Source: an optimization exercise on an open RTL-to-GDS flow (aim: small area). Production flows keep margins and buffers that such runs may drop.
The RTL was checked by simulation tests, not by an equivalence proof against the original design.
Power and IR drop assume default switching activity.

==> flow/design.v <==
module toplevel(S, DIP, LedEx, SEG, AN, reset, clk, led, usb_tx, usb_rx);
    input reset;
    input clk;
    output reg [7:0] led;
    output [3:0] AN;
    output [7:0] SEG;
    output [23:0] LedEx;
    input [23:0] DIP;
    input [4:0] S;
    input usb_rx;
    output reg usb_tx;
    localparam [6:0] C49 = 7'b0101011;
    localparam [6:0] C99 = 7'b1001011;
    localparam [9:0] B858 = 10'b0100000110;
    reg [6:0] c;         
    reg [4:0] C;         
    wire c_end  = (c == C99);
    wire c_mid  = (c == C49);
    always @(posedge clk or negedge reset)
        if (!reset) begin
            c <= 0;
            C <= 0;
            led <= 0;
        end else begin
            c <= c_end ? 7'd0 : {c[5:0], ~(c[6] ^ c[5])};
            if (c_end) begin
                C <= (C[4] & C[1] & C[0]) ? 5'd0 : C + 5'd1;
                if (C[3] & ~C[2] & ~C[1] & C[0])
                    led <= led + 8'h1;
            end
        end
    reg tx_done;
    wire tx_edge = ~tx_done & ((c[0] & ~c[1] & c[3] & c[4] & ~c[5] & ~c[6] & ~C[0] & C[3] & ~led[0] & ~led[1] & ~led[2]) |
        (~c[0] & c[1] & ~c[2] & c[3] & c[4] & ~c[6] & C[0] & ~C[1] & C[4] & ~led[1] & ~led[2]) |
        (c[0] & c[1] & c[2] & c[3] & c[4] & c[5] & ~C[0] & C[1] & C[2] & ~C[3] & led[0] & ~led[1] & ~led[2]) |
        (~c[0] & ~c[1] & c[3] & ~c[4] & ~c[6] & C[0] & ~C[1] & ~C[2] & C[3] & led[0] & led[1] & ~led[2]) |
        (c[0] & ~c[1] & c[2] & c[3] & c[5] & ~c[6] & ~C[0] & C[1] & C[4] & ~led[0] & ~led[1]) |
        (~c[0] & ~c[3] & ~c[4] & ~c[5] & c[6] & ~C[0] & C[1] & C[2] & ~C[3] & ~led[0] & ~led[1] & led[2]));
    always @(posedge clk or negedge reset)
        if (!reset) begin
            usb_tx <= 1;
            tx_done <= 0;
        end else begin
            if (tx_edge)
                usb_tx <= ~usb_tx;
            if (led[3])
                tx_done <= 1;
        end
    reg [15:0] bcd;      
    reg        fired;    
    reg [13:0] K;        
    reg [1:0]  mx;       
    wire active = ~|S;
    wire ge99   = (|K[13:7]) | (K[6] & K[5] & (K[4] | K[3] | K[2] | (K[1] & K[0])));
    wire ge999  = (|K[13:10]) | (&K[9:5] & (K[4] | K[3] | (&K[2:0])));
    wire ge9999 = K[13] & K[10] & K[9] & K[8] & (&K[3:0]);
    wire fire = active & (mx[0] ? ge99 : mx[1] ? ge999 : ge9999);
    wire n0 = bcd[3] & bcd[0];       
    wire n1 = bcd[7] & bcd[4];
    wire n2 = bcd[11] & bcd[8];
    wire n3 = bcd[15] & bcd[12];
    wire cy0 = fire & fired;
    wire cy1 = cy0 & n0;
    wire cy2 = cy1 & n1;
    wire cy3 = cy2 & n2;
    function [3:0] dinc(input [3:0] d, input ci, input nine);
        dinc = !ci ? d : nine ? 4'd0 : d + 4'd1;
    endfunction
    always @(posedge clk or negedge reset)
        if (!reset) begin
            bcd <= 0;
            fired <= 0;
            K <= 0;
            mx <= 0;
        end else begin
            if (!active) begin
                if (S[4])      mx <= 2'd2;
                else if (S[3]) mx <= 2'd1;
                else if (S[1]) mx <= 2'd0;
            end
            K <= fire ? 14'd0 : K + {13'd0, active};
            fired <= fired | fire;
            bcd <= {dinc(bcd[15:12], cy3, n3), dinc(bcd[11:8], cy2, n2), dinc(bcd[7:4], cy1, n1), dinc(bcd[3:0], cy0, n0)};
        end
    reg [3:0] dig;       
    reg [1:0] sidx;      
    reg       back;      
    wire nz3 = |bcd[15:12];
    wire nz2 = nz3 | (|bcd[11:8]);
    wire nz1 = nz2 | (|bcd[7:4]);
    wire [1:0] cur = back ? 2'd0 : sidx + 2'd1;
    wire show = cur[1] ? (cur[0] ? nz3 : nz2) : (cur[0] ? nz1 : 1'b1);
    wire [3:0] curdig = cur[1] ? (cur[0] ? bcd[15:12] : bcd[11:8]) : (cur[0] ? bcd[7:4] : bcd[3:0]);
    always @(posedge clk or negedge reset)
        if (!reset) begin
            dig <= 4'hf;
            sidx <= 2'd3;
            back <= 0;
        end else if (c_mid) begin
            if (show) begin
                dig <= curdig;
                sidx <= cur;
            end
            back <= ~show;
        end
    wire blank = &dig;
    assign AN = {~(~blank & sidx == 2'd3), ~(~blank & sidx == 2'd2), ~(~blank & sidx == 2'd1), ~(~blank & sidx == 2'd0)};
    reg [7:0] seg_r;
    always @(*)
        case (dig)
            4'h0: seg_r = 8'hc0;
            4'h1: seg_r = 8'hf9;
            4'h2: seg_r = 8'ha4;
            4'h3: seg_r = 8'hb0;
            4'h4: seg_r = 8'h99;
            4'h5: seg_r = 8'h92;
            4'h6: seg_r = 8'h82;
            4'h7: seg_r = 8'hf8;
            4'h8: seg_r = 8'h80;
            4'h9: seg_r = 8'h90;
            default: seg_r = 8'hff;
        endcase
    assign SEG = seg_r;
    reg [3:0] rs;        
    reg [9:0] rb;        
    reg [9:0] sh;        
    reg [9:0] frame;
    reg       rx_d;
    reg       seen;
    wire rcv  = |rs[3:1];
    wire tick = rcv & (rb == B858);
    always @(posedge clk) begin
        rb <= (!rcv || tick) ? 10'd0 : {rb[8:0], ~(rb[9] ^ rb[6])};
        if (tick)
            sh <= {usb_rx, sh[9:1]};
    end
    always @(posedge clk or negedge reset)
        if (!reset) begin
            rs <= 0;
            frame <= 0;
            rx_d <= 0;
            seen <= 0;
        end else begin
            rx_d <= usb_rx;
            if (rs == 4'd0) begin
                if (usb_rx) rs <= 4'd1;
            end else if (rs == 4'd1) begin
                if (!usb_rx) begin
                    rs <= 4'd2;
                    seen <= 1;
                end
            end else if (tick) begin
                if (rs[3] & rs[2]) begin
                    rs <= 4'd0;
                    frame <= sh;
                end else
                    rs <= rs + 4'd1;
            end
        end
    assign LedEx = {seen, 6'd0, rx_d, 6'd0, frame};
endmodule
clock: 10.0 ns
lec_check: 0
abc_area: 1
cap_margin: 20
core_margin: 2
core_utilization: 40
slew_margin: 20
standard.sh (not shown) runs the stock make flow with config.mk's settings and CLKGATE_MAP_FILE= SYNTH_SCRIPT=/design/flow/synth_recipe.tcl, a recipe that flattens the netlist after the stock synthesis.
==> flow/flow/run.sh <==
#!/bin/bash
# Own flow: the standard layout with three changes
#  - synthesis without the half/full-adder extraction and with a stronger area-only ABC script
#    (flow/abc_area.script); registers are mapped exactly as in the standard synthesis
#  - after floorplan every logic cell is swapped for its smallest size (flow/downsize.tcl)
#  - ports are buffered with sky130_fd_sc_hd__buf_1
set -euo pipefail
W=$(pwd)
cp -r "$FLOW_HOME/scripts" "$W/myscripts"
cp "$W/flow/abc_area.script" "$W/myscripts/abc_area.script"
bash standard.sh synth SCRIPTS_DIR="$W/myscripts" ADDER_MAP_FILE= > "$W/synth.log" 2>&1
bash standard.sh finish "POST_FLOORPLAN_TCL=$W/flow/downsize.tcl" "BUFFER_PORTS_ARGS=-buffer_cell sky130_fd_sc_hd__buf_1" > "$W/layout.log" 2>&1
==> flow/flow/abc_area.script <==
strash
&get -n
&deepsyn -T 30
&put
dch -f
amap
topo
==> flow/flow/downsize.tcl <==
# Swap every logic cell for the smallest cell of the same function (timing is far from critical);
# later repair steps upsize where slew or capacitance need it.
set db [ord::get_db]
set lib [lindex [$db getLibs] 0]
set n 0
foreach inst [[ord::get_db_block] getInsts] {
  set m [$inst getMaster]
  set name [$m getName]
  if {![regexp {^(sky130_fd_sc_hd__\w+?)_(\d+)$} $name -> base drive]} { continue }
  if {[string match "*tap*" $base] || [string match "*conb*" $base] || [string match "*fill*" $base] || [string match "*decap*" $base]} { continue }
  set best $m
  foreach d {0 1 2} {
    set cand [$db findMaster "${base}_$d"]
    if {$cand eq "NULL" || $cand eq ""} { continue }
    if {[$cand getWidth] < [$best getWidth]} { set best $cand }
  }
  if {$best ne $m} {
    set lc [get_lib_cells */[$best getName]]
    if {[llength $lc] == 0 || [get_property [lindex $lc 0] dont_use]} { continue }
    replace_cell [get_cells [$inst getName]] [lindex $lc 0]
    incr n
  }
}
puts "downsize: replaced $n cells"
Rerun with:
==> flow/run.sh (new file) <==
#!/bin/bash
# synth_recipe.tcl (not shown) runs the flow's synth.tcl, then flattens the netlist and writes it again
# the make line also repeats each setting of config.mk as NAME=value (left out here)
make -C /OpenROAD-flow-scripts/flow DESIGN_CONFIG=/design/flow/config.mk WORK_HOME=/design/flow/orfs CLKGATE_MAP_FILE= SYNTH_SCRIPT=/design/flow/synth_recipe.tcl finish
CTS_BUF_LIST = sky130_fd_sc_hd__clkbuf_8   (was default)
removed: flow/flow/run.sh
removed: flow/flow/abc_area.script
removed: flow/flow/downsize.tcl
removed: flow/standard.sh
After rerunning: The changed run completed with no timing, DRC or antenna violations; cell count increases by 32%; cell area increases by 26%; hold slack stays flat; maximum frequency rose by 35%; first-iteration DRC count is higher by 20%; non-clock buffer count stays the same; clock-buffer cell count came out lower by 2; critical path depth drops by 16; die area climbs by 22%; routed wire length grows by 21%.
Rerun with:
CTS_BUF_LIST = default   (was sky130_fd_sc_hd__clkbuf_8)
After rerunning: The changed run completed without violations; core utilization climbs by 0.81 points; final area goes up slightly; critical path depth came out higher by 11; clock skew stays flat; worst setup slack stays flat; combinational power stays flat; hold slack gets worse by 4.6 ps; global-route usage went up by 0.15 points.

what the ideal ports hide:
How much do the figures lean on ideal ports? The routed layouts below were timed once more, with nothing changed but the port constraints. Step 1, drivers: a clkbuf_16 drives clk and a buf_2 each remaining input, both assumed. Step 2 also shifts input and output timing later by t, the mid clock arrival at the registers, as if the neighbouring blocks saw the same clock. Slacks: ideal ports / drivers / drivers and shift; pairs: ideal ports / drivers.
run	shift t [ns]	setup WS [ns]	slew at the worst register clock pin (ns)
the first run	0.382	4.438 / 4.448 / 4.067	0.09 / 0.09
the second run	0.394	5.876 / 5.843 / 5.524	0.10 / 0.10
the third run	0.372	5.878 / 5.872 / 5.516	0.07 / 0.07
After both steps every run listed still meets setup and hold. The setup slack of the first run, which loses most, moves by +0.010 ns with the drivers and by -0.371 ns with both steps.
